This is an optimization exercise on Yosys and OpenROAD, whose aim is small area and a short achievable clock period, not a production implementation.
RTL that was checked went through simulation tests only; none was proved equivalent to the original.
Function not checked in run 1: the RTL went through the layout flow alone.
Power figures rest on the tool's default switching activity, not on a simulated workload.

==> flow/design.v, too long to show whole: its modules and the start of the top module <==
// module running_average: 27 lines
// module ra_add_out: 670 lines
// module ra_add_nxt: 423 lines
// module ra_fa: 4 lines
// module ra_a21boi: 3 lines
// module ra_aoi21: 3 lines
// module ra_inv: 3 lines
// module ra_nand2: 3 lines
// module ra_nor2: 3 lines
// module ra_nor2b: 3 lines
// module ra_nor3b: 3 lines
// module ra_o21bai: 3 lines
// module ra_oai21: 3 lines
// module ra_xnor2: 3 lines
// module ra_xor2: 3 lines
module running_average #(
  parameter N = 4,
  parameter DATAWIDTH = 32
)(
  input   wire        clk,
  input   wire        reset,
  input   wire [DATAWIDTH -1 : 0] data_i,
  output  wire [DATAWIDTH -1 : 0] average_o
);
  // ...
==> flow/flow/run.sh <==
#!/bin/bash
set -euo pipefail
here=$(pwd)
DU_DEFAULT=$(cat flow/default_dont_use.txt)
DU_BIG=$(cat flow/big_cells.txt)
bash standard.sh DONT_USE_CELLS="$DU_DEFAULT $DU_BIG" synth > "$here/synth.log" 2>&1
args=()
if [[ -f flow/pnr_args.txt ]]; then
  while IFS= read -r line; do
    [[ -n "$line" && "$line" != \#* ]] && args+=("$line")
  done < flow/pnr_args.txt
fi
bash standard.sh "${args[@]}" finish > "$here/pnr.log" 2>&1
==> flow/flow/big_cells.txt <==
sky130_fd_sc_hd__a2111o_2 sky130_fd_sc_hd__a2111o_4 sky130_fd_sc_hd__a2111oi_2 sky130_fd_sc_hd__a2111oi_4 sky130_fd_sc_hd__a211o_2 sky130_fd_sc_hd__a211o_4 sky130_fd_sc_hd__a211oi_2 sky130_fd_sc_hd__a211oi_4 sky130_fd_sc_hd__a21bo_2 sky130_fd_sc_hd__a21bo_4 sky130_fd_sc_hd__a21boi_2 sky130_fd_sc_hd__a21boi_4 sky130_fd_sc_hd__a21o_2 sky130_fd_sc_hd__a21o_4 sky130_fd_sc_hd__a21oi_2 sky130_fd_sc_hd__a21oi_4 sky130_fd_sc_hd__a221o_2 sky130_fd_sc_hd__a221o_4 sky130_fd_sc_hd__a221oi_2 sky130_fd_sc_hd__a221oi_4 sky130_fd_sc_hd__a22o_2 sky130_fd_sc_hd__a22o_4 sky130_fd_sc_hd__a22oi_2 sky130_fd_sc_hd__a22oi_4 sky130_fd_sc_hd__a2bb2o_2 sky130_fd_sc_hd__a2bb2o_4 sky130_fd_sc_hd__a2bb2oi_2 sky130_fd_sc_hd__a2bb2oi_4 sky130_fd_sc_hd__a311o_2 sky130_fd_sc_hd__a311o_4 sky130_fd_sc_hd__a311oi_2 sky130_fd_sc_hd__a311oi_4 sky130_fd_sc_hd__a31o_2 sky130_fd_sc_hd__a31o_4 sky130_fd_sc_hd__a31oi_2 sky130_fd_sc_hd__a31oi_4 sky130_fd_sc_hd__a32o_2 sky130_fd_sc_hd__a32o_4 sky130_fd_sc_hd__a32oi_2 sky130_fd_sc_hd__a32oi_4 sky130_fd_sc_hd__a41o_2 sky130_fd_sc_hd__a41o_4 sky130_fd_sc_hd__a41oi_2 sky130_fd_sc_hd__a41oi_4 sky130_fd_sc_hd__and2_2 sky130_fd_sc_hd__and2_4 sky130_fd_sc_hd__and2b_2 sky130_fd_sc_hd__and2b_4 sky130_fd_sc_hd__and3_2 sky130_fd_sc_hd__and3_4 sky130_fd_sc_hd__and3b_2 sky130_fd_sc_hd__and3b_4 sky130_fd_sc_hd__and4_2 sky130_fd_sc_hd__and4_4 sky130_fd_sc_hd__and4b_2 sky130_fd_sc_hd__and4b_4 sky130_fd_sc_hd__and4bb_2 sky130_fd_sc_hd__and4bb_4 sky130_fd_sc_hd__fa_2 sky130_fd_sc_hd__fa_4 sky130_fd_sc_hd__ha_2 sky130_fd_sc_hd__ha_4 sky130_fd_sc_hd__inv_12 sky130_fd_sc_hd__inv_16 sky130_fd_sc_hd__inv_2 sky130_fd_sc_hd__inv_4 sky130_fd_sc_hd__inv_6 sky130_fd_sc_hd__inv_8 sky130_fd_sc_hd__maj3_2 sky130_fd_sc_hd__maj3_4 sky130_fd_sc_hd__mux2_2 sky130_fd_sc_hd__mux2_4 sky130_fd_sc_hd__mux2_8 sky130_fd_sc_hd__mux2i_2 sky130_fd_sc_hd__mux2i_4 sky130_fd_sc_hd__mux4_2 sky130_fd_sc_hd__mux4_4 sky130_fd_sc_hd__nand2_2 sky130_fd_sc_hd__nand2_4 sky130_fd_sc_hd__nand2_8 sky130_fd_sc_hd__nand2b_2 sky130_fd_sc_hd__nand2b_4 sky130_fd_sc_hd__nand3_2 sky130_fd_sc_hd__nand3_4 sky130_fd_sc_hd__nand3b_2 sky130_fd_sc_hd__nand3b_4 sky130_fd_sc_hd__nand4_2 sky130_fd_sc_hd__nand4_4 sky130_fd_sc_hd__nand4b_2 sky130_fd_sc_hd__nand4b_4 sky130_fd_sc_hd__nand4bb_2 sky130_fd_sc_hd__nand4bb_4 sky130_fd_sc_hd__nor2_2 sky130_fd_sc_hd__nor2_4 sky130_fd_sc_hd__nor2_8 sky130_fd_sc_hd__nor2b_2 sky130_fd_sc_hd__nor2b_4 sky130_fd_sc_hd__nor3_2 sky130_fd_sc_hd__nor3_4 sky130_fd_sc_hd__nor3b_2 sky130_fd_sc_hd__nor3b_4 sky130_fd_sc_hd__nor4_2 sky130_fd_sc_hd__nor4_4 sky130_fd_sc_hd__nor4b_2 sky130_fd_sc_hd__nor4b_4 sky130_fd_sc_hd__nor4bb_2 sky130_fd_sc_hd__nor4bb_4 sky130_fd_sc_hd__o2111a_2 sky130_fd_sc_hd__o2111a_4 sky130_fd_sc_hd__o2111ai_2 sky130_fd_sc_hd__o2111ai_4 sky130_fd_sc_hd__o211a_2 sky130_fd_sc_hd__o211a_4 sky130_fd_sc_hd__o211ai_2 sky130_fd_sc_hd__o211ai_4 sky130_fd_sc_hd__o21a_2 sky130_fd_sc_hd__o21a_4 sky130_fd_sc_hd__o21ai_2 sky130_fd_sc_hd__o21ai_4 sky130_fd_sc_hd__o21ba_2 sky130_fd_sc_hd__o21ba_4 sky130_fd_sc_hd__o21bai_2 sky130_fd_sc_hd__o21bai_4 sky130_fd_sc_hd__o221a_2 sky130_fd_sc_hd__o221a_4 sky130_fd_sc_hd__o221ai_2 sky130_fd_sc_hd__o221ai_4 sky130_fd_sc_hd__o22a_2 sky130_fd_sc_hd__o22a_4 sky130_fd_sc_hd__o22ai_2 sky130_fd_sc_hd__o22ai_4 sky130_fd_sc_hd__o2bb2a_2 sky130_fd_sc_hd__o2bb2a_4 sky130_fd_sc_hd__o2bb2ai_2 sky130_fd_sc_hd__o2bb2ai_4 sky130_fd_sc_hd__o311a_2 sky130_fd_sc_hd__o311a_4 sky130_fd_sc_hd__o311ai_2 sky130_fd_sc_hd__o311ai_4 sky130_fd_sc_hd__o31a_2 sky130_fd_sc_hd__o31a_4 sky130_fd_sc_hd__o31ai_2 sky130_fd_sc_hd__o31ai_4 sky130_fd_sc_hd__o32a_2 sky130_fd_sc_hd__o32a_4 sky130_fd_sc_hd__o32ai_2 sky130_fd_sc_hd__o32ai_4 sky130_fd_sc_hd__o41a_2 sky130_fd_sc_hd__o41a_4 sky130_fd_sc_hd__o41ai_2 sky130_fd_sc_hd__o41ai_4 sky130_fd_sc_hd__or2_2 sky130_fd_sc_hd__or2_4 sky130_fd_sc_hd__or2b_2 sky130_fd_sc_hd__or2b_4 sky130_fd_sc_hd__or3_2 sky130_fd_sc_hd__or3_4 sky130_fd_sc_hd__or3b_2 sky130_fd_sc_hd__or3b_4 sky130_fd_sc_hd__or4_2 sky130_fd_sc_hd__or4_4 sky130_fd_sc_hd__or4b_2 sky130_fd_sc_hd__or4b_4 sky130_fd_sc_hd__or4bb_2 sky130_fd_sc_hd__or4bb_4 sky130_fd_sc_hd__xnor2_2 sky130_fd_sc_hd__xnor2_4 sky130_fd_sc_hd__xnor3_2 sky130_fd_sc_hd__xnor3_4 sky130_fd_sc_hd__xor2_2 sky130_fd_sc_hd__xor2_4 sky130_fd_sc_hd__xor3_2 sky130_fd_sc_hd__xor3_4
==> flow/flow/default_dont_use.txt <==
sky130_fd_sc_hd__probe_p_8 sky130_fd_sc_hd__probec_p_8 sky130_fd_sc_hd__lpflow_bleeder_1 sky130_fd_sc_hd__lpflow_clkbufkapwr_1 sky130_fd_sc_hd__lpflow_clkbufkapwr_16 sky130_fd_sc_hd__lpflow_clkbufkapwr_2 sky130_fd_sc_hd__lpflow_clkbufkapwr_4 sky130_fd_sc_hd__lpflow_clkbufkapwr_8 sky130_fd_sc_hd__lpflow_clkinvkapwr_1 sky130_fd_sc_hd__lpflow_clkinvkapwr_16 sky130_fd_sc_hd__lpflow_clkinvkapwr_2 sky130_fd_sc_hd__lpflow_clkinvkapwr_4 sky130_fd_sc_hd__lpflow_clkinvkapwr_8 sky130_fd_sc_hd__lpflow_decapkapwr_12 sky130_fd_sc_hd__lpflow_decapkapwr_3 sky130_fd_sc_hd__lpflow_decapkapwr_4 sky130_fd_sc_hd__lpflow_decapkapwr_6 sky130_fd_sc_hd__lpflow_decapkapwr_8 sky130_fd_sc_hd__lpflow_inputiso0n_1 sky130_fd_sc_hd__lpflow_inputiso0p_1 sky130_fd_sc_hd__lpflow_inputiso1n_1 sky130_fd_sc_hd__lpflow_inputiso1p_1 sky130_fd_sc_hd__lpflow_inputisolatch_1 sky130_fd_sc_hd__lpflow_isobufsrc_1 sky130_fd_sc_hd__lpflow_isobufsrc_16 sky130_fd_sc_hd__lpflow_isobufsrc_2 sky130_fd_sc_hd__lpflow_isobufsrc_4 sky130_fd_sc_hd__lpflow_isobufsrc_8 sky130_fd_sc_hd__lpflow_isobufsrckapwr_16 sky130_fd_sc_hd__lpflow_lsbuf_lh_hl_isowell_tap_1 sky130_fd_sc_hd__lpflow_lsbuf_lh_hl_isowell_tap_2 sky130_fd_sc_hd__lpflow_lsbuf_lh_hl_isowell_tap_4 sky130_fd_sc_hd__lpflow_lsbuf_lh_isowell_4 sky130_fd_sc_hd__lpflow_lsbuf_lh_isowell_tap_1 sky130_fd_sc_hd__lpflow_lsbuf_lh_isowell_tap_2 sky130_fd_sc_hd__lpflow_lsbuf_lh_isowell_tap_4 
==> flow/flow/pnr_args.txt <==
BUFFER_PORTS_ARGS=-buffer_cell sky130_fd_sc_hd__buf_1
==> flow/standard.sh <==
#!/bin/bash
# synth_recipe.tcl (not shown) runs the flow's synth.tcl, then flattens the netlist and writes it again
# the make line also repeats each setting of config.mk as NAME=value (left out here)
make -C /OpenROAD-flow-scripts/flow DESIGN_CONFIG=/design/flow/config.mk WORK_HOME=/design/flow/orfs CLKGATE_MAP_FILE= SYNTH_SCRIPT=/design/flow/synth_recipe.tcl "${@:-finish}"
==> flow/config.mk <==
export PLATFORM = sky130hd
export DESIGN_NAME = running_average
export DESIGN_NICKNAME = running_average
export VERILOG_FILES = /design/flow/design.v
export SDC_FILE = /design/flow/constraint.sdc
export NUM_CORES = 4
export LEC_CHECK = 0
export CAP_MARGIN = 0
export CORE_MARGIN = 2
export CORE_UTILIZATION = 60
export CTS_BUF_LIST = sky130_fd_sc_hd__clkbuf_4 sky130_fd_sc_hd__clkbuf_8
export SETUP_SLACK_MARGIN = 2.5
export SLEW_MARGIN = 0
export SYNTH_HIERARCHICAL = 1
==> flow/constraint.sdc <==
create_clock -name core_clock -period 7.0 [get_ports {clk}]
set_input_delay 1.4000 -clock core_clock [delete_from_list [all_inputs] [get_ports {clk}]]
set_output_delay 1.4000 -clock core_clock [all_outputs]
set_load 0.01 [all_outputs]
==> impl_metrics.toml, run 1 <==
[timing]
fmax_mhz = 222
slew_headroom_pct = 55.0
holdWs_ns = 0.403
min_period_ns = 4.50
rsz0062_at_grt = "yes"

[final_layout]
clk_share_pct = 3.09
nets = 829
postLayoutCellArea_um2 = 6690
design.seq.count = 96
mostFrequentLayoutCells = "nand2_1, nor2_1, dfrtp_1"

[yosys]
synthArstFlopShare_pct = 100
synthTopCellsByArea = "dfrtp_1, fa_1, o21ai_1, nor2_1, nand2_1"
ys_seq_area_share_pct = 40.7
synthSimpleGateAreaFrac_pct = 21.8
ys_ff_latch = 96

[placement]
routabilityCongestion = 0.906
dp_worst_setup_slack_ns = 2.24
dp.cells = 884

[route]
wl_met3_um = 811
vias = 5059

[clocking]
path_clk_slew_ns = 0.09

[power_and_ir_drop]
power_frac_comb_pct = 55.1
clockPowerShare_pct = 15.5
p_clk_mw = 0.377

[critical_path]
worst-path-stages = 9
critPathBufInv = 2
worstPathRequired_ns = 5.60

[global_routing]
met3_usage_pct = 6.79
grt.total_usage_pct = 29.1
grt_max_degree = 54

[outcome]
status = "timing/DRC/antenna clean"

[floorplanning]
die-area_um2 = 10700
==> inputs of run 2 (changes only) <==
--- a/flow/design.v
+++ b/flow/design.v
@@ -218,138 +218,46 @@
   wire n190;
   wire n191;
   wire n192;
   wire n193;
   wire n194;
   wire n195;
   wire n196;
   wire n197;
-  wire n198;
   wire n199;
-  wire n200;
   wire n201;
-  wire n202;
   wire n203;
-  wire n204;
   wire n205;
-  wire n206;
   wire n207;
-  wire n208;
   wire n209;
-  wire n210;
   wire n211;
-  wire n212;
   wire n213;
-  wire n214;
   wire n215;
-  wire n216;
   wire n217;
-  wire n218;
   wire n219;
-  wire n220;
   wire n221;
-  wire n222;
   wire n223;
-  wire n224;
   wire n225;
-  wire n226;
   wire n227;
-  wire n228;
   wire n229;
-  wire n230;
   wire n231;
-  wire n232;
   wire n233;
-  wire n234;
   wire n235;
-  wire n236;
   wire n237;
-  wire n238;
   wire n239;
-  wire n240;
   wire n241;
-  wire n242;
   wire n243;
-  wire n244;
   wire n245;
-  wire n246;
   wire n247;
-  wire n248;
   wire n249;
-  wire n250;
   wire n251;
-  wire n252;
   wire n253;
-  wire n254;
   wire n255;
   wire n256;
-  wire n257;
-  wire n258;
-  wire n259;
-  wire n260;
-  wire n261;
-  wire n262;
-  wire n263;
-  wire n264;
-  wire n265;
-  wire n266;
-  wire n267;
-  wire n268;
-  wire n269;
-  wire n270;
-  wire n271;
-  wire n272;
-  wire n273;
-  wire n274;
-  wire n275;
-  wire n276;
-  wire n277;
-  wire n278;
-  wire n279;
-  wire n280;
-  wire n281;
-  wire n282;
-  wire n283;
-  wire n284;
-  wire n285;
-  wire n286;
-  wire n287;
-  wire n288;
-  wire n289;
-  wire n291;
-  wire n293;
-  wire n295;
-  wire n297;
-  wire n299;
-  wire n301;
-  wire n303;
-  wire n305;
-  wire n307;
-  wire n309;
-  wire n311;
-  wire n313;
-  wire n315;
-  wire n317;
-  wire n319;
-  wire n321;
-  wire n323;
-  wire n325;
-  wire n327;
-  wire n329;
-  wire n331;
-  wire n333;
-  wire n335;
-  wire n337;
-  wire n339;
-  wire n341;
-  wire n343;
-  wire n345;
-  wire n347;
-  wire n348;
   ra_nand2 g1 (.a(a[0]), .b(b[0]), .y(n1));
   ra_nor2 g2 (.a(a[0]), .b(b[0]), .y(n2));
   ra_nand2 g3 (.a(a[1]), .b(b[1]), .y(n3));
   ra_nor2 g4 (.a(a[1]), .b(b[1]), .y(n4));
   ra_nand2 g5 (.a(a[2]), .b(b[2]), .y(n5));
   ra_nor2 g6 (.a(a[2]), .b(b[2]), .y(n6));
   ra_nand2 g7 (.a(a[3]), .b(b[3]), .y(n7));
   ra_nor2 g8 (.a(a[3]), .b(b[3]), .y(n8));
@@ -403,302 +311,210 @@
   ra_nor2 g56 (.a(a[27]), .b(b[27]), .y(n56));
   ra_nand2 g57 (.a(a[28]), .b(b[28]), .y(n57));
   ra_nor2 g58 (.a(a[28]), .b(b[28]), .y(n58));
   ra_nand2 g59 (.a(a[29]), .b(b[29]), .y(n59));
   ra_nor2 g60 (.a(a[29]), .b(b[29]), .y(n60));
   ra_nand2 g61 (.a(a[30]), .b(b[30]), .y(n61));
   ra_nor2 g62 (.a(a[30]), .b(b[30]), .y(n62));
   ra_oai21 g63 (.a1(n4), .a2(n1), .b1(n3), .y(n63));
-  ra_oai21 g64 (.a1(n6), .a2(n3), .b1(n5), .y(n64));
-  ra_nor2 g65 (.a(n6), .b(n4), .y(n65));
-  ra_oai21 g66 (.a1(n8), .a2(n5), .b1(n7), .y(n66));
-  ra_nor2 g67 (.a(n8), .b(n6), .y(n67));
-  ra_oai21 g68 (.a1(n10), .a2(n7), .b1(n9), .y(n68));
-  ra_nor2 g69 (.a(n10), .b(n8), .y(n69));
-  ra_oai21 g70 (.a1(n12), .a2(n9), .b1(n11), .y(n70));
-  ra_nor2 g71 (.a(n12), .b(n10), .y(n71));
-  ra_oai21 g72 (.a1(n14), .a2(n11), .b1(n13), .y(n72));
-  ra_nor2 g73 (.a(n14), .b(n12), .y(n73));
-  ra_oai21 g74 (.a1(n16), .a2(n13), .b1(n15), .y(n74));
-  ra_nor2 g75 (.a(n16), .b(n14), .y(n75));
-  ra_oai21 g76 (.a1(n18), .a2(n15), .b1(n17), .y(n76));
-  ra_nor2 g77 (.a(n18), .b(n16), .y(n77));
-  ra_oai21 g78 (.a1(n20), .a2(n17), .b1(n19), .y(n78));
-  ra_nor2 g79 (.a(n20), .b(n18), .y(n79));
-  ra_oai21 g80 (.a1(n22), .a2(n19), .b1(n21), .y(n80));
-  ra_nor2 g81 (.a(n22), .b(n20), .y(n81));
-  ra_oai21 g82 (.a1(n24), .a2(n21), .b1(n23), .y(n82));
-  ra_nor2 g83 (.a(n24), .b(n22), .y(n83));
-  ra_oai21 g84 (.a1(n26), .a2(n23), .b1(n25), .y(n84));
-  ra_nor2 g85 (.a(n26), .b(n24), .y(n85));
-  ra_oai21 g86 (.a1(n28), .a2(n25), .b1(n27), .y(n86));
-  ra_nor2 g87 (.a(n28), .b(n26), .y(n87));
-  ra_oai21 g88 (.a1(n30), .a2(n27), .b1(n29), .y(n88));
-  ra_nor2 g89 (.a(n30), .b(n28), .y(n89));
-  ra_oai21 g90 (.a1(n32), .a2(n29), .b1(n31), .y(n90));
-  ra_nor2 g91 (.a(n32), .b(n30), .y(n91));
-  ra_oai21 g92 (.a1(n34), .a2(n31), .b1(n33), .y(n92));
-  ra_nor2 g93 (.a(n34), .b(n32), .y(n93));
-  ra_oai21 g94 (.a1(n36), .a2(n33), .b1(n35), .y(n94));
-  ra_nor2 g95 (.a(n36), .b(n34), .y(n95));
-  ra_oai21 g96 (.a1(n38), .a2(n35), .b1(n37), .y(n96));
-  ra_nor2 g97 (.a(n38), .b(n36), .y(n97));
-  ra_oai21 g98 (.a1(n40), .a2(n37), .b1(n39), .y(n98));
-  ra_nor2 g99 (.a(n40), .b(n38), .y(n99));
-  ra_oai21 g100 (.a1(n42), .a2(n39), .b1(n41), .y(n100));
-  ra_nor2 g101 (.a(n42), .b(n40), .y(n101));
-  ra_oai21 g102 (.a1(n44), .a2(n41), .b1(n43), .y(n102));
-  ra_nor2 g103 (.a(n44), .b(n42), .y(n103));
-  ra_oai21 g104 (.a1(n46), .a2(n43), .b1(n45), .y(n104));
-  ra_nor2 g105 (.a(n46), .b(n44), .y(n105));
-  ra_oai21 g106 (.a1(n48), .a2(n45), .b1(n47), .y(n106));
-  ra_nor2 g107 (.a(n48), .b(n46), .y(n107));
-  ra_oai21 g108 (.a1(n50), .a2(n47), .b1(n49), .y(n108));
-  ra_nor2 g109 (.a(n50), .b(n48), .y(n109));
-  ra_oai21 g110 (.a1(n52), .a2(n49), .b1(n51), .y(n110));
-  ra_nor2 g111 (.a(n52), .b(n50), .y(n111));
-  ra_oai21 g112 (.a1(n54), .a2(n51), .b1(n53), .y(n112));
-  ra_nor2 g113 (.a(n54), .b(n52), .y(n113));
-  ra_oai21 g114 (.a1(n56), .a2(n53), .b1(n55), .y(n114));
-  ra_nor2 g115 (.a(n56), .b(n54), .y(n115));
-  ra_oai21 g116 (.a1(n58), .a2(n55), .b1(n57), .y(n116));
-  ra_nor2 g117 (.a(n58), .b(n56), .y(n117));
-  ra_oai21 g118 (.a1(n60), .a2(n57), .b1(n59), .y(n118));
-  ra_nor2 g119 (.a(n60), .b(n58), .y(n119));
-  ra_oai21 g120 (.a1(n62), .a2(n59), .b1(n61), .y(n120));
-  ra_nor2 g121 (.a(n62), .b(n60), .y(n121));
-  ra_inv g122 (.a(n1), .y(n122));
-  ra_aoi21 g123 (.a1(n65), .a2(n122), .b1(n64), .y(n123));
-  ra_aoi21 g124 (.a1(n67), .a2(n63), .b1(n66), .y(n124));
-  ra_aoi21 g125 (.a1(n69), .a2(n64), .b1(n68), .y(n125));
-  ra_nand2 g126 (.a(n69), .b(n65), .y(n126));
-  ra_aoi21 g127 (.a1(n71), .a2(n66), .b1(n70), .y(n127));
-  ra_nand2 g128 (.a(n71), .b(n67), .y(n128));
-  ra_aoi21 g129 (.a1(n73), .a2(n68), .b1(n72), .y(n129));
-  ra_nand2 g130 (.a(n73), .b(n69), .y(n130));
-  ra_aoi21 g131 (.a1(n75), .a2(n70), .b1(n74), .y(n131));
-  ra_nand2 g132 (.a(n75), .b(n71), .y(n132));
-  ra_aoi21 g133 (.a1(n77), .a2(n72), .b1(n76), .y(n133));
-  ra_nand2 g134 (.a(n77), .b(n73), .y(n134));
-  ra_aoi21 g135 (.a1(n79), .a2(n74), .b1(n78), .y(n135));
-  ra_nand2 g136 (.a(n79), .b(n75), .y(n136));
-  ra_aoi21 g137 (.a1(n81), .a2(n76), .b1(n80), .y(n137));
-  ra_nand2 g138 (.a(n81), .b(n77), .y(n138));
-  ra_aoi21 g139 (.a1(n83), .a2(n78), .b1(n82), .y(n139));
-  ra_nand2 g140 (.a(n83), .b(n79), .y(n140));
-  ra_aoi21 g141 (.a1(n85), .a2(n80), .b1(n84), .y(n141));
-  ra_nand2 g142 (.a(n85), .b(n81), .y(n142));
-  ra_aoi21 g143 (.a1(n87), .a2(n82), .b1(n86), .y(n143));
-  ra_nand2 g144 (.a(n87), .b(n83), .y(n144));
-  ra_aoi21 g145 (.a1(n89), .a2(n84), .b1(n88), .y(n145));
-  ra_nand2 g146 (.a(n89), .b(n85), .y(n146));
-  ra_aoi21 g147 (.a1(n91), .a2(n86), .b1(n90), .y(n147));
-  ra_nand2 g148 (.a(n91), .b(n87), .y(n148));
-  ra_aoi21 g149 (.a1(n93), .a2(n88), .b1(n92), .y(n149));
-  ra_nand2 g150 (.a(n93), .b(n89), .y(n150));
-  ra_aoi21 g151 (.a1(n95), .a2(n90), .b1(n94), .y(n151));
-  ra_nand2 g152 (.a(n95), .b(n91), .y(n152));
-  ra_aoi21 g153 (.a1(n97), .a2(n92), .b1(n96), .y(n153));
-  ra_nand2 g154 (.a(n97), .b(n93), .y(n154));
-  ra_aoi21 g155 (.a1(n99), .a2(n94), .b1(n98), .y(n155));
-  ra_nand2 g156 (.a(n99), .b(n95), .y(n156));
-  ra_aoi21 g157 (.a1(n101), .a2(n96), .b1(n100), .y(n157));
-  ra_nand2 g158 (.a(n101), .b(n97), .y(n158));
-  ra_aoi21 g159 (.a1(n103), .a2(n98), .b1(n102), .y(n159));
-  ra_nand2 g160 (.a(n103), .b(n99), .y(n160));
-  ra_aoi21 g161 (.a1(n105), .a2(n100), .b1(n104), .y(n161));
-  ra_nand2 g162 (.a(n105), .b(n101), .y(n162));
-  ra_aoi21 g163 (.a1(n107), .a2(n102), .b1(n106), .y(n163));
-  ra_nand2 g164 (.a(n107), .b(n103), .y(n164));
-  ra_aoi21 g165 (.a1(n109), .a2(n104), .b1(n108), .y(n165));
-  ra_nand2 g166 (.a(n109), .b(n105), .y(n166));
-  ra_aoi21 g167 (.a1(n111), .a2(n106), .b1(n110), .y(n167));
-  ra_nand2 g168 (.a(n111), .b(n107), .y(n168));
-  ra_aoi21 g169 (.a1(n113), .a2(n108), .b1(n112), .y(n169));
-  ra_nand2 g170 (.a(n113), .b(n109), .y(n170));
-  ra_aoi21 g171 (.a1(n115), .a2(n110), .b1(n114), .y(n171));
-  ra_nand2 g172 (.a(n115), .b(n111), .y(n172));
-  ra_aoi21 g173 (.a1(n117), .a2(n112), .b1(n116), .y(n173));
-  ra_nand2 g174 (.a(n117), .b(n113), .y(n174));
-  ra_aoi21 g175 (.a1(n119), .a2(n114), .b1(n118), .y(n175));
-  ra_nand2 g176 (.a(n119), .b(n115), .y(n176));
-  ra_aoi21 g177 (.a1(n121), .a2(n116), .b1(n120), .y(n177));
-  ra_nand2 g178 (.a(n121), .b(n117), .y(n178));
-  ra_oai21 g179 (.a1(n126), .a2(n1), .b1(n125), .y(n179));
-  ra_inv g180 (.a(n63), .y(n180));
-  ra_oai21 g181 (.a1(n128), .a2(n180), .b1(n127), .y(n181));
-  ra_oai21 g182 (.a1(n130), .a2(n123), .b1(n129), .y(n182));
-  ra_oai21 g183 (.a1(n132), .a2(n124), .b1(n131), .y(n183));
-  ra_oai21 g184 (.a1(n134), .a2(n125), .b1(n133), .y(n184));
-  ra_nor2 g185 (.a(n134), .b(n126), .y(n185));
-  ra_oai21 g186 (.a1(n136), .a2(n127), .b1(n135), .y(n186));
-  ra_nor2 g187 (.a(n136), .b(n128), .y(n187));
-  ra_oai21 g188 (.a1(n138), .a2(n129), .b1(n137), .y(n188));
-  ra_nor2 g189 (.a(n138), .b(n130), .y(n189));
-  ra_oai21 g190 (.a1(n140), .a2(n131), .b1(n139), .y(n190));
-  ra_nor2 g191 (.a(n140), .b(n132), .y(n191));
-  ra_oai21 g192 (.a1(n142), .a2(n133), .b1(n141), .y(n192));
-  ra_nor2 g193 (.a(n142), .b(n134), .y(n193));
-  ra_oai21 g194 (.a1(n144), .a2(n135), .b1(n143), .y(n194));
-  ra_nor2 g195 (.a(n144), .b(n136), .y(n195));
-  ra_oai21 g196 (.a1(n146), .a2(n137), .b1(n145), .y(n196));
-  ra_nor2 g197 (.a(n146), .b(n138), .y(n197));
-  ra_oai21 g198 (.a1(n148), .a2(n139), .b1(n147), .y(n198));
-  ra_nor2 g199 (.a(n148), .b(n140), .y(n199));
-  ra_oai21 g200 (.a1(n150), .a2(n141), .b1(n149), .y(n200));
-  ra_nor2 g201 (.a(n150), .b(n142), .y(n201));
-  ra_oai21 g202 (.a1(n152), .a2(n143), .b1(n151), .y(n202));
-  ra_nor2 g203 (.a(n152), .b(n144), .y(n203));
-  ra_oai21 g204 (.a1(n154), .a2(n145), .b1(n153), .y(n204));
-  ra_nor2 g205 (.a(n154), .b(n146), .y(n205));
-  ra_oai21 g206 (.a1(n156), .a2(n147), .b1(n155), .y(n206));
-  ra_nor2 g207 (.a(n156), .b(n148), .y(n207));
-  ra_oai21 g208 (.a1(n158), .a2(n149), .b1(n157), .y(n208));
-  ra_nor2 g209 (.a(n158), .b(n150), .y(n209));
-  ra_oai21 g210 (.a1(n160), .a2(n151), .b1(n159), .y(n210));
-  ra_nor2 g211 (.a(n160), .b(n152), .y(n211));
-  ra_oai21 g212 (.a1(n162), .a2(n153), .b1(n161), .y(n212));
-  ra_nor2 g213 (.a(n162), .b(n154), .y(n213));
-  ra_oai21 g214 (.a1(n164), .a2(n155), .b1(n163), .y(n214));
-  ra_nor2 g215 (.a(n164), .b(n156), .y(n215));
-  ra_oai21 g216 (.a1(n166), .a2(n157), .b1(n165), .y(n216));
-  ra_nor2 g217 (.a(n166), .b(n158), .y(n217));
-  ra_oai21 g218 (.a1(n168), .a2(n159), .b1(n167), .y(n218));
-  ra_nor2 g219 (.a(n168), .b(n160), .y(n219));
-  ra_oai21 g220 (.a1(n170), .a2(n161), .b1(n169), .y(n220));
-  ra_nor2 g221 (.a(n170), .b(n162), .y(n221));
-  ra_oai21 g222 (.a1(n172), .a2(n163), .b1(n171), .y(n222));
-  ra_nor2 g223 (.a(n172), .b(n164), .y(n223));
-  ra_oai21 g224 (.a1(n174), .a2(n165), .b1(n173), .y(n224));
-  ra_nor2 g225 (.a(n174), .b(n166), .y(n225));
-  ra_oai21 g226 (.a1(n176), .a2(n167), .b1(n175), .y(n226));
-  ra_nor2 g227 (.a(n176), .b(n168), .y(n227));
-  ra_oai21 g228 (.a1(n178), .a2(n169), .b1(n177), .y(n228));
-  ra_nor2 g229 (.a(n178), .b(n170), .y(n229));
-  ra_aoi21 g230 (.a1(n185), .a2(n122), .b1(n184), .y(n230));
-  ra_aoi21 g231 (.a1(n187), .a2(n63), .b1(n186), .y(n231));
-  ra_inv g232 (.a(n123), .y(n232));
-  ra_aoi21 g233 (.a1(n189), .a2(n232), .b1(n188), .y(n233));
-  ra_inv g234 (.a(n124), .y(n234));
-  ra_aoi21 g235 (.a1(n191), .a2(n234), .b1(n190), .y(n235));
-  ra_aoi21 g236 (.a1(n193), .a2(n179), .b1(n192), .y(n236));
-  ra_aoi21 g237 (.a1(n195), .a2(n181), .b1(n194), .y(n237));
-  ra_aoi21 g238 (.a1(n197), .a2(n182), .b1(n196), .y(n238));
-  ra_aoi21 g239 (.a1(n199), .a2(n183), .b1(n198), .y(n239));
-  ra_aoi21 g240 (.a1(n201), .a2(n184), .b1(n200), .y(n240));
-  ra_nand2 g241 (.a(n201), .b(n185), .y(n241));
-  ra_aoi21 g242 (.a1(n203), .a2(n186), .b1(n202), .y(n242));
-  ra_nand2 g243 (.a(n203), .b(n187), .y(n243));
-  ra_aoi21 g244 (.a1(n205), .a2(n188), .b1(n204), .y(n244));
-  ra_nand2 g245 (.a(n205), .b(n189), .y(n245));
-  ra_aoi21 g246 (.a1(n207), .a2(n190), .b1(n206), .y(n246));
-  ra_nand2 g247 (.a(n207), .b(n191), .y(n247));
-  ra_aoi21 g248 (.a1(n209), .a2(n192), .b1(n208), .y(n248));
-  ra_nand2 g249 (.a(n209), .b(n193), .y(n249));
-  ra_aoi21 g250 (.a1(n211), .a2(n194), .b1(n210), .y(n250));
-  ra_nand2 g251 (.a(n211), .b(n195), .y(n251));
-  ra_aoi21 g252 (.a1(n213), .a2(n196), .b1(n212), .y(n252));
-  ra_nand2 g253 (.a(n213), .b(n197), .y(n253));
-  ra_aoi21 g254 (.a1(n215), .a2(n198), .b1(n214), .y(n254));
-  ra_nand2 g255 (.a(n215), .b(n199), .y(n255));
-  ra_aoi21 g256 (.a1(n217), .a2(n200), .b1(n216), .y(n256));
-  ra_nand2 g257 (.a(n217), .b(n201), .y(n257));
-  ra_aoi21 g258 (.a1(n219), .a2(n202), .b1(n218), .y(n258));
-  ra_nand2 g259 (.a(n219), .b(n203), .y(n259));
-  ra_aoi21 g260 (.a1(n221), .a2(n204), .b1(n220), .y(n260));
-  ra_nand2 g261 (.a(n221), .b(n205), .y(n261));
-  ra_aoi21 g262 (.a1(n223), .a2(n206), .b1(n222), .y(n262));
-  ra_nand2 g263 (.a(n223), .b(n207), .y(n263));
-  ra_aoi21 g264 (.a1(n225), .a2(n208), .b1(n224), .y(n264));
-  ra_nand2 g265 (.a(n225), .b(n209), .y(n265));
-  ra_aoi21 g266 (.a1(n227), .a2(n210), .b1(n226), .y(n266));
-  ra_nand2 g267 (.a(n227), .b(n211), .y(n267));
-  ra_aoi21 g268 (.a1(n229), .a2(n212), .b1(n228), .y(n268));
-  ra_nand2 g269 (.a(n229), .b(n213), .y(n269));
-  ra_oai21 g270 (.a1(n241), .a2(n1), .b1(n240), .y(n270));
-  ra_oai21 g271 (.a1(n243), .a2(n180), .b1(n242), .y(n271));
-  ra_oai21 g272 (.a1(n245), .a2(n123), .b1(n244), .y(n272));
-  ra_oai21 g273 (.a1(n247), .a2(n124), .b1(n246), .y(n273));
-  ra_inv g274 (.a(n179), .y(n274));
-  ra_oai21 g275 (.a1(n249), .a2(n274), .b1(n248), .y(n275));
-  ra_inv g276 (.a(n181), .y(n276));
-  ra_oai21 g277 (.a1(n251), .a2(n276), .b1(n250), .y(n277));
-  ra_inv g278 (.a(n182), .y(n278));
-  ra_oai21 g279 (.a1(n253), .a2(n278), .b1(n252), .y(n279));
-  ra_inv g280 (.a(n183), .y(n280));
-  ra_oai21 g281 (.a1(n255), .a2(n280), .b1(n254), .y(n281));
-  ra_oai21 g282 (.a1(n257), .a2(n230), .b1(n256), .y(n282));
-  ra_oai21 g283 (.a1(n259), .a2(n231), .b1(n258), .y(n283));
-  ra_oai21 g284 (.a1(n261), .a2(n233), .b1(n260), .y(n284));
-  ra_oai21 g285 (.a1(n263), .a2(n235), .b1(n262), .y(n285));
-  ra_oai21 g286 (.a1(n265), .a2(n236), .b1(n264), .y(n286));
-  ra_oai21 g287 (.a1(n267), .a2(n237), .b1(n266), .y(n287));
-  ra_oai21 g288 (.a1(n269), .a2(n238), .b1(n268), .y(n288));
-  ra_nor3b g289 (.a(n6), .b(r), .cn(n5), .y(n289));
-  ra_xor2 g290 (.a(n289), .b(n63), .y(y[0]));
-  ra_nor3b g291 (.a(n8), .b(r), .cn(n7), .y(n291));
-  ra_xnor2 g292 (.a(n291), .b(n123), .y(y[1]));
-  ra_nor3b g293 (.a(n10), .b(r), .cn(n9), .y(n293));
-  ra_xnor2 g294 (.a(n293), .b(n124), .y(y[2]));
-  ra_nor3b g295 (.a(n12), .b(r), .cn(n11), .y(n295));
-  ra_xor2 g296 (.a(n295), .b(n179), .y(y[3]));
-  ra_nor3b g297 (.a(n14), .b(r), .cn(n13), .y(n297));
-  ra_xor2 g298 (.a(n297), .b(n181), .y(y[4]));
-  ra_nor3b g299 (.a(n16), .b(r), .cn(n15), .y(n299));
-  ra_xor2 g300 (.a(n299), .b(n182), .y(y[5]));
-  ra_nor3b g301 (.a(n18), .b(r), .cn(n17), .y(n301));
-  ra_xor2 g302 (.a(n301), .b(n183), .y(y[6]));
-  ra_nor3b g303 (.a(n20), .b(r), .cn(n19), .y(n303));
-  ra_xnor2 g304 (.a(n303), .b(n230), .y(y[7]));
-  ra_nor3b g305 (.a(n22), .b(r), .cn(n21), .y(n305));
-  ra_xnor2 g306 (.a(n305), .b(n231), .y(y[8]));
-  ra_nor3b g307 (.a(n24), .b(r), .cn(n23), .y(n307));
-  ra_xnor2 g308 (.a(n307), .b(n233), .y(y[9]));
-  ra_nor3b g309 (.a(n26), .b(r), .cn(n25), .y(n309));
-  ra_xnor2 g310 (.a(n309), .b(n235), .y(y[10]));
-  ra_nor3b g311 (.a(n28), .b(r), .cn(n27), .y(n311));
-  ra_xnor2 g312 (.a(n311), .b(n236), .y(y[11]));
-  ra_nor3b g313 (.a(n30), .b(r), .cn(n29), .y(n313));
-  ra_xnor2 g314 (.a(n313), .b(n237), .y(y[12]));
-  ra_nor3b g315 (.a(n32), .b(r), .cn(n31), .y(n315));
-  ra_xnor2 g316 (.a(n315), .b(n238), .y(y[13]));
-  ra_nor3b g317 (.a(n34), .b(r), .cn(n33), .y(n317));
-  ra_xnor2 g318 (.a(n317), .b(n239), .y(y[14]));
-  ra_nor3b g319 (.a(n36), .b(r), .cn(n35), .y(n319));
-  ra_xor2 g320 (.a(n319), .b(n270), .y(y[15]));
-  ra_nor3b g321 (.a(n38), .b(r), .cn(n37), .y(n321));
-  ra_xor2 g322 (.a(n321), .b(n271), .y(y[16]));
-  ra_nor3b g323 (.a(n40), .b(r), .cn(n39), .y(n323));
-  ra_xor2 g324 (.a(n323), .b(n272), .y(y[17]));
-  ra_nor3b g325 (.a(n42), .b(r), .cn(n41), .y(n325));
-  ra_xor2 g326 (.a(n325), .b(n273), .y(y[18]));
-  ra_nor3b g327 (.a(n44), .b(r), .cn(n43), .y(n327));
-  ra_xor2 g328 (.a(n327), .b(n275), .y(y[19]));
-  ra_nor3b g329 (.a(n46), .b(r), .cn(n45), .y(n329));
-  ra_xor2 g330 (.a(n329), .b(n277), .y(y[20]));
-  ra_nor3b g331 (.a(n48), .b(r), .cn(n47), .y(n331));
-  ra_xor2 g332 (.a(n331), .b(n279), .y(y[21]));
-  ra_nor3b g333 (.a(n50), .b(r), .cn(n49), .y(n333));
-  ra_xor2 g334 (.a(n333), .b(n281), .y(y[22]));
-  ra_nor3b g335 (.a(n52), .b(r), .cn(n51), .y(n335));
-  ra_xor2 g336 (.a(n335), .b(n282), .y(y[23]));
-  ra_nor3b g337 (.a(n54), .b(r), .cn(n53), .y(n337));
-  ra_xor2 g338 (.a(n337), .b(n283), .y(y[24]));
-  ra_nor3b g339 (.a(n56), .b(r), .cn(n55), .y(n339));
-  ra_xor2 g340 (.a(n339), .b(n284), .y(y[25]));
-  ra_nor3b g341 (.a(n58), .b(r), .cn(n57), .y(n341));
-  ra_xor2 g342 (.a(n341), .b(n285), .y(y[26]));
-  ra_nor3b g343 (.a(n60), .b(r), .cn(n59), .y(n343));
-  ra_xor2 g344 (.a(n343), .b(n286), .y(y[27]));
-  ra_nor3b g345 (.a(n62), .b(r), .cn(n61), .y(n345));
-  ra_xor2 g346 (.a(n345), .b(n287), .y(y[28]));
-  ra_xnor2 g347 (.a(a[31]), .b(b[31]), .y(n347));
-  ra_nor2 g348 (.a(n347), .b(r), .y(n348));
-  ra_xor2 g349 (.a(n348), .b(n288), .y(y[29]));
+  ra_oai21 g64 (.a1(n8), .a2(n5), .b1(n7), .y(n64));
+  ra_nor2 g65 (.a(n8), .b(n6), .y(n65));
+  ra_oai21 g66 (.a1(n12), .a2(n9), .b1(n11), .y(n66));
+  ra_nor2 g67 (.a(n12), .b(n10), .y(n67));
+  ra_oai21 g68 (.a1(n16), .a2(n13), .b1(n15), .y(n68));
+  ra_nor2 g69 (.a(n16), .b(n14), .y(n69));
+  ra_oai21 g70 (.a1(n20), .a2(n17), .b1(n19), .y(n70));
+  ra_nor2 g71 (.a(n20), .b(n18), .y(n71));
+  ra_oai21 g72 (.a1(n24), .a2(n21), .b1(n23), .y(n72));
+  ra_nor2 g73 (.a(n24), .b(n22), .y(n73));
+  ra_oai21 g74 (.a1(n28), .a2(n25), .b1(n27), .y(n74));
+  ra_nor2 g75 (.a(n28), .b(n26), .y(n75));
+  ra_oai21 g76 (.a1(n32), .a2(n29), .b1(n31), .y(n76));
+  ra_nor2 g77 (.a(n32), .b(n30), .y(n77));
+  ra_oai21 g78 (.a1(n36), .a2(n33), .b1(n35), .y(n78));
+  ra_nor2 g79 (.a(n36), .b(n34), .y(n79));
+  ra_oai21 g80 (.a1(n40), .a2(n37), .b1(n39), .y(n80));
+  ra_nor2 g81 (.a(n40), .b(n38), .y(n81));
+  ra_oai21 g82 (.a1(n44), .a2(n41), .b1(n43), .y(n82));
+  ra_nor2 g83 (.a(n44), .b(n42), .y(n83));
+  ra_oai21 g84 (.a1(n48), .a2(n45), .b1(n47), .y(n84));
+  ra_nor2 g85 (.a(n48), .b(n46), .y(n85));
+  ra_oai21 g86 (.a1(n52), .a2(n49), .b1(n51), .y(n86));
+  ra_nor2 g87 (.a(n52), .b(n50), .y(n87));
+  ra_oai21 g88 (.a1(n56), .a2(n53), .b1(n55), .y(n88));
+  ra_nor2 g89 (.a(n56), .b(n54), .y(n89));
+  ra_oai21 g90 (.a1(n60), .a2(n57), .b1(n59), .y(n90));
+  ra_nor2 g91 (.a(n60), .b(n58), .y(n91));
+  ra_aoi21 g92 (.a1(n65), .a2(n63), .b1(n64), .y(n92));
+  ra_aoi21 g93 (.a1(n67), .a2(n64), .b1(n66), .y(n93));
+  ra_nand2 g94 (.a(n67), .b(n65), .y(n94));
+  ra_aoi21 g95 (.a1(n69), .a2(n66), .b1(n68), .y(n95));
+  ra_nand2 g96 (.a(n69), .b(n67), .y(n96));
+  ra_aoi21 g97 (.a1(n71), .a2(n68), .b1(n70), .y(n97));
+  ra_nand2 g98 (.a(n71), .b(n69), .y(n98));
+  ra_aoi21 g99 (.a1(n73), .a2(n70), .b1(n72), .y(n99));
+  ra_nand2 g100 (.a(n73), .b(n71), .y(n100));
+  ra_aoi21 g101 (.a1(n75), .a2(n72), .b1(n74), .y(n101));
+  ra_nand2 g102 (.a(n75), .b(n73), .y(n102));
+  ra_aoi21 g103 (.a1(n77), .a2(n74), .b1(n76), .y(n103));
+  ra_nand2 g104 (.a(n77), .b(n75), .y(n104));
+  ra_aoi21 g105 (.a1(n79), .a2(n76), .b1(n78), .y(n105));
+  ra_nand2 g106 (.a(n79), .b(n77), .y(n106));
+  ra_aoi21 g107 (.a1(n81), .a2(n78), .b1(n80), .y(n107));
+  ra_nand2 g108 (.a(n81), .b(n79), .y(n108));
+  ra_aoi21 g109 (.a1(n83), .a2(n80), .b1(n82), .y(n109));
+  ra_nand2 g110 (.a(n83), .b(n81), .y(n110));
+  ra_aoi21 g111 (.a1(n85), .a2(n82), .b1(n84), .y(n111));
+  ra_nand2 g112 (.a(n85), .b(n83), .y(n112));
+  ra_aoi21 g113 (.a1(n87), .a2(n84), .b1(n86), .y(n113));
+  ra_nand2 g114 (.a(n87), .b(n85), .y(n114));
+  ra_aoi21 g115 (.a1(n89), .a2(n86), .b1(n88), .y(n115));
+  ra_nand2 g116 (.a(n89), .b(n87), .y(n116));
+  ra_aoi21 g117 (.a1(n91), .a2(n88), .b1(n90), .y(n117));
+  ra_nand2 g118 (.a(n91), .b(n89), .y(n118));
+  ra_inv g119 (.a(n63), .y(n119));
+  ra_oai21 g120 (.a1(n94), .a2(n119), .b1(n93), .y(n120));
+  ra_oai21 g121 (.a1(n96), .a2(n92), .b1(n95), .y(n121));
+  ra_oai21 g122 (.a1(n98), .a2(n93), .b1(n97), .y(n122));
+  ra_nor2 g123 (.a(n98), .b(n94), .y(n123));
+  ra_oai21 g124 (.a1(n100), .a2(n95), .b1(n99), .y(n124));
+  ra_nor2 g125 (.a(n100), .b(n96), .y(n125));
+  ra_oai21 g126 (.a1(n102), .a2(n97), .b1(n101), .y(n126));
+  ra_nor2 g127 (.a(n102), .b(n98), .y(n127));
+  ra_oai21 g128 (.a1(n104), .a2(n99), .b1(n103), .y(n128));
+  ra_nor2 g129 (.a(n104), .b(n100), .y(n129));
+  ra_oai21 g130 (.a1(n106), .a2(n101), .b1(n105), .y(n130));
+  ra_nor2 g131 (.a(n106), .b(n102), .y(n131));
+  ra_oai21 g132 (.a1(n108), .a2(n103), .b1(n107), .y(n132));
+  ra_nor2 g133 (.a(n108), .b(n104), .y(n133));
+  ra_oai21 g134 (.a1(n110), .a2(n105), .b1(n109), .y(n134));
+  ra_nor2 g135 (.a(n110), .b(n106), .y(n135));
+  ra_oai21 g136 (.a1(n112), .a2(n107), .b1(n111), .y(n136));
+  ra_nor2 g137 (.a(n112), .b(n108), .y(n137));
+  ra_oai21 g138 (.a1(n114), .a2(n109), .b1(n113), .y(n138));
+  ra_nor2 g139 (.a(n114), .b(n110), .y(n139));
+  ra_oai21 g140 (.a1(n116), .a2(n111), .b1(n115), .y(n140));
+  ra_nor2 g141 (.a(n116), .b(n112), .y(n141));
+  ra_oai21 g142 (.a1(n118), .a2(n113), .b1(n117), .y(n142));
+  ra_nor2 g143 (.a(n118), .b(n114), .y(n143));
+  ra_aoi21 g144 (.a1(n123), .a2(n63), .b1(n122), .y(n144));
+  ra_inv g145 (.a(n92), .y(n145));
+  ra_aoi21 g146 (.a1(n125), .a2(n145), .b1(n124), .y(n146));
+  ra_aoi21 g147 (.a1(n127), .a2(n120), .b1(n126), .y(n147));
+  ra_aoi21 g148 (.a1(n129), .a2(n121), .b1(n128), .y(n148));
+  ra_aoi21 g149 (.a1(n131), .a2(n122), .b1(n130), .y(n149));
+  ra_nand2 g150 (.a(n131), .b(n123), .y(n150));
+  ra_aoi21 g151 (.a1(n133), .a2(n124), .b1(n132), .y(n151));
+  ra_nand2 g152 (.a(n133), .b(n125), .y(n152));
+  ra_aoi21 g153 (.a1(n135), .a2(n126), .b1(n134), .y(n153));
+  ra_nand2 g154 (.a(n135), .b(n127), .y(n154));
+  ra_aoi21 g155 (.a1(n137), .a2(n128), .b1(n136), .y(n155));
+  ra_nand2 g156 (.a(n137), .b(n129), .y(n156));
+  ra_aoi21 g157 (.a1(n139), .a2(n130), .b1(n138), .y(n157));
+  ra_nand2 g158 (.a(n139), .b(n131), .y(n158));
+  ra_aoi21 g159 (.a1(n141), .a2(n132), .b1(n140), .y(n159));
+  ra_nand2 g160 (.a(n141), .b(n133), .y(n160));
+  ra_aoi21 g161 (.a1(n143), .a2(n134), .b1(n142), .y(n161));
+  ra_nand2 g162 (.a(n143), .b(n135), .y(n162));
+  ra_oai21 g163 (.a1(n150), .a2(n119), .b1(n149), .y(n163));
+  ra_oai21 g164 (.a1(n152), .a2(n92), .b1(n151), .y(n164));
+  ra_inv g165 (.a(n120), .y(n165));
+  ra_oai21 g166 (.a1(n154), .a2(n165), .b1(n153), .y(n166));
+  ra_inv g167 (.a(n121), .y(n167));
+  ra_oai21 g168 (.a1(n156), .a2(n167), .b1(n155), .y(n168));
+  ra_oai21 g169 (.a1(n158), .a2(n144), .b1(n157), .y(n169));
+  ra_oai21 g170 (.a1(n160), .a2(n146), .b1(n159), .y(n170));
+  ra_oai21 g171 (.a1(n162), .a2(n147), .b1(n161), .y(n171));
+  ra_inv g172 (.a(n6), .y(n172));
+  ra_a21boi g173 (.a1(n172), .a2(n63), .b1n(n5), .y(n173));
+  ra_oai21 g174 (.a1(n10), .a2(n92), .b1(n9), .y(n174));
+  ra_inv g175 (.a(n14), .y(n175));
+  ra_a21boi g176 (.a1(n175), .a2(n120), .b1n(n13), .y(n176));
+  ra_inv g177 (.a(n18), .y(n177));
+  ra_a21boi g178 (.a1(n177), .a2(n121), .b1n(n17), .y(n178));
+  ra_oai21 g179 (.a1(n22), .a2(n144), .b1(n21), .y(n179));
+  ra_oai21 g180 (.a1(n26), .a2(n146), .b1(n25), .y(n180));
+  ra_oai21 g181 (.a1(n30), .a2(n147), .b1(n29), .y(n181));
+  ra_oai21 g182 (.a1(n34), .a2(n148), .b1(n33), .y(n182));
+  ra_inv g183 (.a(n38), .y(n183));
+  ra_a21boi g184 (.a1(n183), .a2(n163), .b1n(n37), .y(n184));
+  ra_inv g185 (.a(n42), .y(n185));
+  ra_a21boi g186 (.a1(n185), .a2(n164), .b1n(n41), .y(n186));
+  ra_inv g187 (.a(n46), .y(n187));
+  ra_a21boi g188 (.a1(n187), .a2(n166), .b1n(n45), .y(n188));
+  ra_inv g189 (.a(n50), .y(n189));
+  ra_a21boi g190 (.a1(n189), .a2(n168), .b1n(n49), .y(n190));
+  ra_inv g191 (.a(n54), .y(n191));
+  ra_a21boi g192 (.a1(n191), .a2(n169), .b1n(n53), .y(n192));
+  ra_inv g193 (.a(n58), .y(n193));
+  ra_a21boi g194 (.a1(n193), .a2(n170), .b1n(n57), .y(n194));
+  ra_inv g195 (.a(n62), .y(n195));
+  ra_a21boi g196 (.a1(n195), .a2(n171), .b1n(n61), .y(n196));
+  ra_nor3b g197 (.a(n6), .b(r), .cn(n5), .y(n197));
+  ra_xor2 g198 (.a(n197), .b(n63), .y(y[0]));
+  ra_nor3b g199 (.a(n8), .b(r), .cn(n7), .y(n199));
+  ra_xnor2 g200 (.a(n199), .b(n173), .y(y[1]));
+  ra_nor3b g201 (.a(n10), .b(r), .cn(n9), .y(n201));
+  ra_xnor2 g202 (.a(n201), .b(n92), .y(y[2]));
+  ra_nor3b g203 (.a(n12), .b(r), .cn(n11), .y(n203));
+  ra_xor2 g204 (.a(n203), .b(n174), .y(y[3]));
+  ra_nor3b g205 (.a(n14), .b(r), .cn(n13), .y(n205));
+  ra_xor2 g206 (.a(n205), .b(n120), .y(y[4]));
+  ra_nor3b g207 (.a(n16), .b(r), .cn(n15), .y(n207));
+  ra_xnor2 g208 (.a(n207), .b(n176), .y(y[5]));
+  ra_nor3b g209 (.a(n18), .b(r), .cn(n17), .y(n209));
+  ra_xor2 g210 (.a(n209), .b(n121), .y(y[6]));
+  ra_nor3b g211 (.a(n20), .b(r), .cn(n19), .y(n211));
+  ra_xnor2 g212 (.a(n211), .b(n178), .y(y[7]));
+  ra_nor3b g213 (.a(n22), .b(r), .cn(n21), .y(n213));
+  ra_xnor2 g214 (.a(n213), .b(n144), .y(y[8]));
+  ra_nor3b g215 (.a(n24), .b(r), .cn(n23), .y(n215));
+  ra_xor2 g216 (.a(n215), .b(n179), .y(y[9]));
+  ra_nor3b g217 (.a(n26), .b(r), .cn(n25), .y(n217));
+  ra_xnor2 g218 (.a(n217), .b(n146), .y(y[10]));
+  ra_nor3b g219 (.a(n28), .b(r), .cn(n27), .y(n219));
+  ra_xor2 g220 (.a(n219), .b(n180), .y(y[11]));
+  ra_nor3b g221 (.a(n30), .b(r), .cn(n29), .y(n221));
+  ra_xnor2 g222 (.a(n221), .b(n147), .y(y[12]));
+  ra_nor3b g223 (.a(n32), .b(r), .cn(n31), .y(n223));
+  ra_xor2 g224 (.a(n223), .b(n181), .y(y[13]));
+  ra_nor3b g225 (.a(n34), .b(r), .cn(n33), .y(n225));
+  ra_xnor2 g226 (.a(n225), .b(n148), .y(y[14]));
+  ra_nor3b g227 (.a(n36), .b(r), .cn(n35), .y(n227));
+  ra_xor2 g228 (.a(n227), .b(n182), .y(y[15]));
+  ra_nor3b g229 (.a(n38), .b(r), .cn(n37), .y(n229));
+  ra_xor2 g230 (.a(n229), .b(n163), .y(y[16]));
+  ra_nor3b g231 (.a(n40), .b(r), .cn(n39), .y(n231));
+  ra_xnor2 g232 (.a(n231), .b(n184), .y(y[17]));
+  ra_nor3b g233 (.a(n42), .b(r), .cn(n41), .y(n233));
+  ra_xor2 g234 (.a(n233), .b(n164), .y(y[18]));
+  ra_nor3b g235 (.a(n44), .b(r), .cn(n43), .y(n235));
+  ra_xnor2 g236 (.a(n235), .b(n186), .y(y[19]));
+  ra_nor3b g237 (.a(n46), .b(r), .cn(n45), .y(n237));
+  ra_xor2 g238 (.a(n237), .b(n166), .y(y[20]));
+  ra_nor3b g239 (.a(n48), .b(r), .cn(n47), .y(n239));
+  ra_xnor2 g240 (.a(n239), .b(n188), .y(y[21]));
+  ra_nor3b g241 (.a(n50), .b(r), .cn(n49), .y(n241));
+  ra_xor2 g242 (.a(n241), .b(n168), .y(y[22]));
+  ra_nor3b g243 (.a(n52), .b(r), .cn(n51), .y(n243));
+  ra_xnor2 g244 (.a(n243), .b(n190), .y(y[23]));
+  ra_nor3b g245 (.a(n54), .b(r), .cn(n53), .y(n245));
+  ra_xor2 g246 (.a(n245), .b(n169), .y(y[24]));
+  ra_nor3b g247 (.a(n56), .b(r), .cn(n55), .y(n247));
+  ra_xnor2 g248 (.a(n247), .b(n192), .y(y[25]));
+  ra_nor3b g249 (.a(n58), .b(r), .cn(n57), .y(n249));
+  ra_xor2 g250 (.a(n249), .b(n170), .y(y[26]));
+  ra_nor3b g251 (.a(n60), .b(r), .cn(n59), .y(n251));
+  ra_xnor2 g252 (.a(n251), .b(n194), .y(y[27]));
+  ra_nor3b g253 (.a(n62), .b(r), .cn(n61), .y(n253));
+  ra_xor2 g254 (.a(n253), .b(n171), .y(y[28]));
+  ra_xnor2 g255 (.a(a[31]), .b(b[31]), .y(n255));
+  ra_nor2 g256 (.a(n255), .b(r), .y(n256));
+  ra_xnor2 g257 (.a(n256), .b(n196), .y(y[29]));
 endmodule
 module ra_add_nxt (input wire [31:0] a, input wire [31:0] b, input wire [31:0] c, output wire [31:0] y);
   wire [31:0] fs;
   wire [32:0] fc;
   wire n1;
   wire n2;
   wire n3;
   wire n4;
--- a/flow/config.mk
+++ b/flow/config.mk
@@ -4,11 +4,13 @@
 export VERILOG_FILES = /design/flow/design.v
 export SDC_FILE = /design/flow/constraint.sdc
 export NUM_CORES = 4
 export LEC_CHECK = 0
 export CAP_MARGIN = 0
 export CORE_MARGIN = 2
 export CORE_UTILIZATION = 60
 export CTS_BUF_LIST = sky130_fd_sc_hd__clkbuf_4 sky130_fd_sc_hd__clkbuf_8
+export CTS_CLUSTER_DIAMETER = 100
+export CTS_CLUSTER_SIZE = 32
 export SETUP_SLACK_MARGIN = 2.5
 export SLEW_MARGIN = 0
 export SYNTH_HIERARCHICAL = 1
==> run 2 against run 1 <==
Via count fell by 15%. Worst setup slack gained 0.060 ns. Clock skew rose by 0.0023 ns. First-iteration DRC count down 39%. Clock power about the same. Register-to-register slack worse by 0.03 ns. Still clean on timing, DRC and antenna. Routed wire length is 22% lower. Largest power group unchanged. Global-route usage shrank 4.8 points. Sequential share of layout area increased by 1.7 points.
==> impl_metrics.toml, run 2 <==
[route]
postRouteWirelength_um = 11600
viasPerCell = 5.46
wl_per_cell_um = 14.7
vias = 4319
ant_nets = 0
first_pass_iters = 7
drcViolationCount = 0
first_iter_violations = 130

[clocking]
root_buffer = "clkbuf_8"
path_clk_slew_ns = 0.09
cts_buffers = 9
cts_max_path_buffers = 2
insertion_delay_ns = 0.37
cts_hold_buf = 0
h-tree-depth = 3
cts_tree = "done"
cts.sinks = 96

[power_and_ir_drop]
p_int_mw = 1.26
powerDensity_nw_per_um2 = 349
p_leak_nw = 2.67
switching_share_pct = 43.3
p_sw_mw = 0.966
clockPowerShare_pct = 17.0
seq_power_share_pct = 31.9
ir_worst_vdd_mv = 0.181
power_frac_comb_pct = 51.1

[critical_path]
worstPathRequired_ns = 5.60
rr_worst_depth = 10
path_cells = "clkbuf_2 > nor2_4 > o21ai_4 > a21oi_2 > o21ai_2 > a21oi_2 > o21ai_2 > a21boi_1 > xnor2_1 > buf_1"
path_class = "primary input to output port"
cp_slowest_stage_delay_ns = 0.27
worstReg2RegStart = "s1[1]"
rr_endpoint = "s3[31]"
cp-end-kind = "output port"
crit_fanout = 4
cp_data_arrival_time_ns = 3.04
slowest_stage = "a21oi_2"
regToRegSetupSlack_ns = 3.51
cp-start-kind = "primary input"

[timing]
worstMarginPinSlew_ns = 0.769
slew_headroom_pct = 48.7
maxSlewViolCount = 0
fin_setup_tns_ns = 0
min_period_ns = 4.44
rsz0062_at_grt = "yes"
fmax_mhz = 225
finalHoldViolations = 0
finalCritPeriodShare_pct = 63.4
finalSetupViolCount = 0
clock_skew_ns = 0.0111

[yosys]
synthTopCellsByArea = "dfrtp_1, fa_1, nor2_1, o21ai_1, nand2_1"
netlist_area_um2 = 5530
yosysTopAreaCell = "dfrtp_1"
ys_ff_latch = 96
synth_edf_count = 0
synth_common_cells = "nor2_1, dfrtp_1, nand2_1"
ys_warn_count = 7
avgSynthCellArea_um2 = 9.27
synthFlopType = "dfrtp_1"
ys_seq_area_share_pct = 43.5
synth.most_common_cell = "nor2_1"
ys_types = 15
synth.top_cell.area_share_pct = 43.5
synth_cells = 596
synthArstFlopShare_pct = 100

[global_routing]
first_global_vias = 4266
grt_pass1_wl_um = 19100
grt_overflow = 0
grt.total_usage_pct = 24.3
grt_antenna_before_repair = 0
grt_max_degree = 62

[worst_hold_path]
hold_start = "s1[6]"
hp-class = "register to register"
hold_end = "s2[6]"
whs_path_depth = 0

[floorplanning]
row_count = 35
die_x_um = 100
boundaryPins = 66
start_util_pct = 61.0
fp.coreArea_um2 = 9060
die-area_um2 = 9990
die_h_um = 100

[placement]
hpwl_um = 8710
portBuffers = 63
routabilityCongestion = 0.881

[final_layout]
drive_above_1_share_pct = 15.0
final_util_pct = 70.5
nets = 741
final_common_cell = "dfrtp_1"
largestRegisters = "s1 x32, s2 x32, s3 x32"
antenna_cells = 0
area_delta_synth_final_pct = 15.7
mostFrequentLayoutCells = "dfrtp_1, nand2_1, nor2_1"

[run]
cap_violations = 0

[outcome]
status = "timing/DRC/antenna clean"
## run 2: modules after synthesis, one instance, submodules excluded, excerpt
module | cells | area [µm²] | flip-flops and latches
ra_aoi21 | 1 | 5.00 | 0
ra_xnor2 | 1 | 8.76 | 0
ra_o21bai | 1 | 7.51 | 0
ra_nor3b | 1 | 7.51 | 0
ra_nand2 | 1 | 3.75 | 0
ra_oai21 | 1 | 5.00 | 0
ra_add_nxt | 1 | 7.51 | 0
ra_a21boi | 1 | 7.51 | 0
ra_inv | 1 | 3.75 | 0
ra_fa | 1 | 20.0 | 0
running_average | 100 | 2420 | 96
## run 2: stage by stage
step / instances / hold slack (ns) / instance area (µm²) / total power [mW] / setup slack, ns
final: 791 / 0.413 / 6390 / 2.23 / 2.56
after global routing: 791 / 0.423 / 6390 / 2.40 / 2.47
after CTS: 786 / 0.418 / 6160 / 2.14 / 2.46
after detailed placement: 770 / 0.397 / 5900 / 1.72 / 2.08
after global placement: 770 / 0.392 / 5900 / 1.70 / 2.15
after floorplan: 597 / 0.386 / 5530 / 1.43 / 2.83
## run 2: worst max-delay path, delay by kind of cell
kind | cells | cell delay, ns
XOR/XNOR | 1 | 0.15
buffers and inverters | 2 | 0.33
AND/OR/NAND/NOR | 1 | 0.16
AO/OA/AOI/OAI | 6 | 1.00
## run 2: per-layer routing
| layer | up-vias | global-route usage (%) | wire length, µm |
|---|---|---|---|
| met4 | 0 | 8.96 | 264 |
| li1 | 2098 | - | - |
| met3 | 24 | 4.25 | 498 |
| met1 | 2105 | 33.0 | 5120 |
| met2 | 92 | 39.8 | 5730 |
| met5 | - | 0 | 0 |
## run 2: area by class of cell
cell class | count | area [µm²]
clock buffers | 10 | 138
clock inverters | 6 | 66.3
fillers | 683 | 2670
inverters | 29 | 111
multi-input cells | 469 | 3220
flip-flops and latches | 96 | 2400
well taps | 111 | 139
repair buffers | 70 | 314
## run 2: how the worst max path moves through the flow
| stage | start | end | slack (ns) | cells after the start |
|---|---|---|---|---|
| 5_1_grt | data_i[18] | average_o[19] | 2.47 | 10 |
| 4_1_cts | data_i[3] | average_o[27] | 2.46 | 10 |
| 3_3_place_gp | data_i[0] | average_o[23] | 2.15 | 10 |
| 2_1_floorplan | data_i[0] | average_o[23] | 2.83 | 8 |
| 6_report | data_i[3] | average_o[25] | 2.56 | 10 |
| 3_5_place_dp | data_i[1] | average_o[23] | 2.08 | 10 |
## run 2: logic make-up after synthesis
group | after synthesis | synth area share, %
and+or+nand+nor | 246 | 20.0
other | 1 | 0.0679
AOI/OAI and AO/OA | 126 | 12.5
buffers and inverters | 32 | 2.38
xor gates and xnor gates | 63 | 9.99
adders and majority gates | 32 | 11.6
DFF | 96 | 43.5
## run 2: what timing repair did
action	CTS	global route
gates resized for setup	14	71
setup endpoints to repair	17	20
pin swaps	0	8
gates cloned	0	0
buffers inserted	0	5
## run 2: power groups by stage
| stage | sequential [mW] | combinational, mW | clock [mW] |
|---|---|---|---|
| after detailed placement | 0.714 | 1.01 | 0 |
| after CTS | 0.704 | 1.04 | 0.391 |
| after global placement | 0.711 | 0.990 | 0 |
| after global routing | 0.725 | 1.26 | 0.411 |
| final | 0.712 | 1.14 | 0.378 |
| after floorplan | 0.703 | 0.730 | 0 |

[what the ideal ports hide]
In the flow no input, the clock included, has a driving cell. The finished layouts below were timed again as built, in two steps. Step 1 assumes that a clkbuf_16 drives the clock port and a buf_2 every other input. Step 2 times the ports against the registers' clock, not the clock port: input delays grow and output delays shrink by t, the midpoint of the rising clock arrivals with the driver on. Slacks: ideal / step 1 / step 2; pairs: ideal / step 1.
run	shift t [ns]	slack for setup (ns)	worst data-port slew with drivers (ns)	cell pins on the clock port's net
run 1	0.418	2.504 / 2.485 / 2.335	0.03	1
run 2	0.394	2.564 / 2.538 / 2.343	0.05	1
After both steps setup and hold are still met in every run listed. For run 2, which loses most, drivers alone change the setup slack by -0.026 ns; drivers and shift together by -0.221 ns.
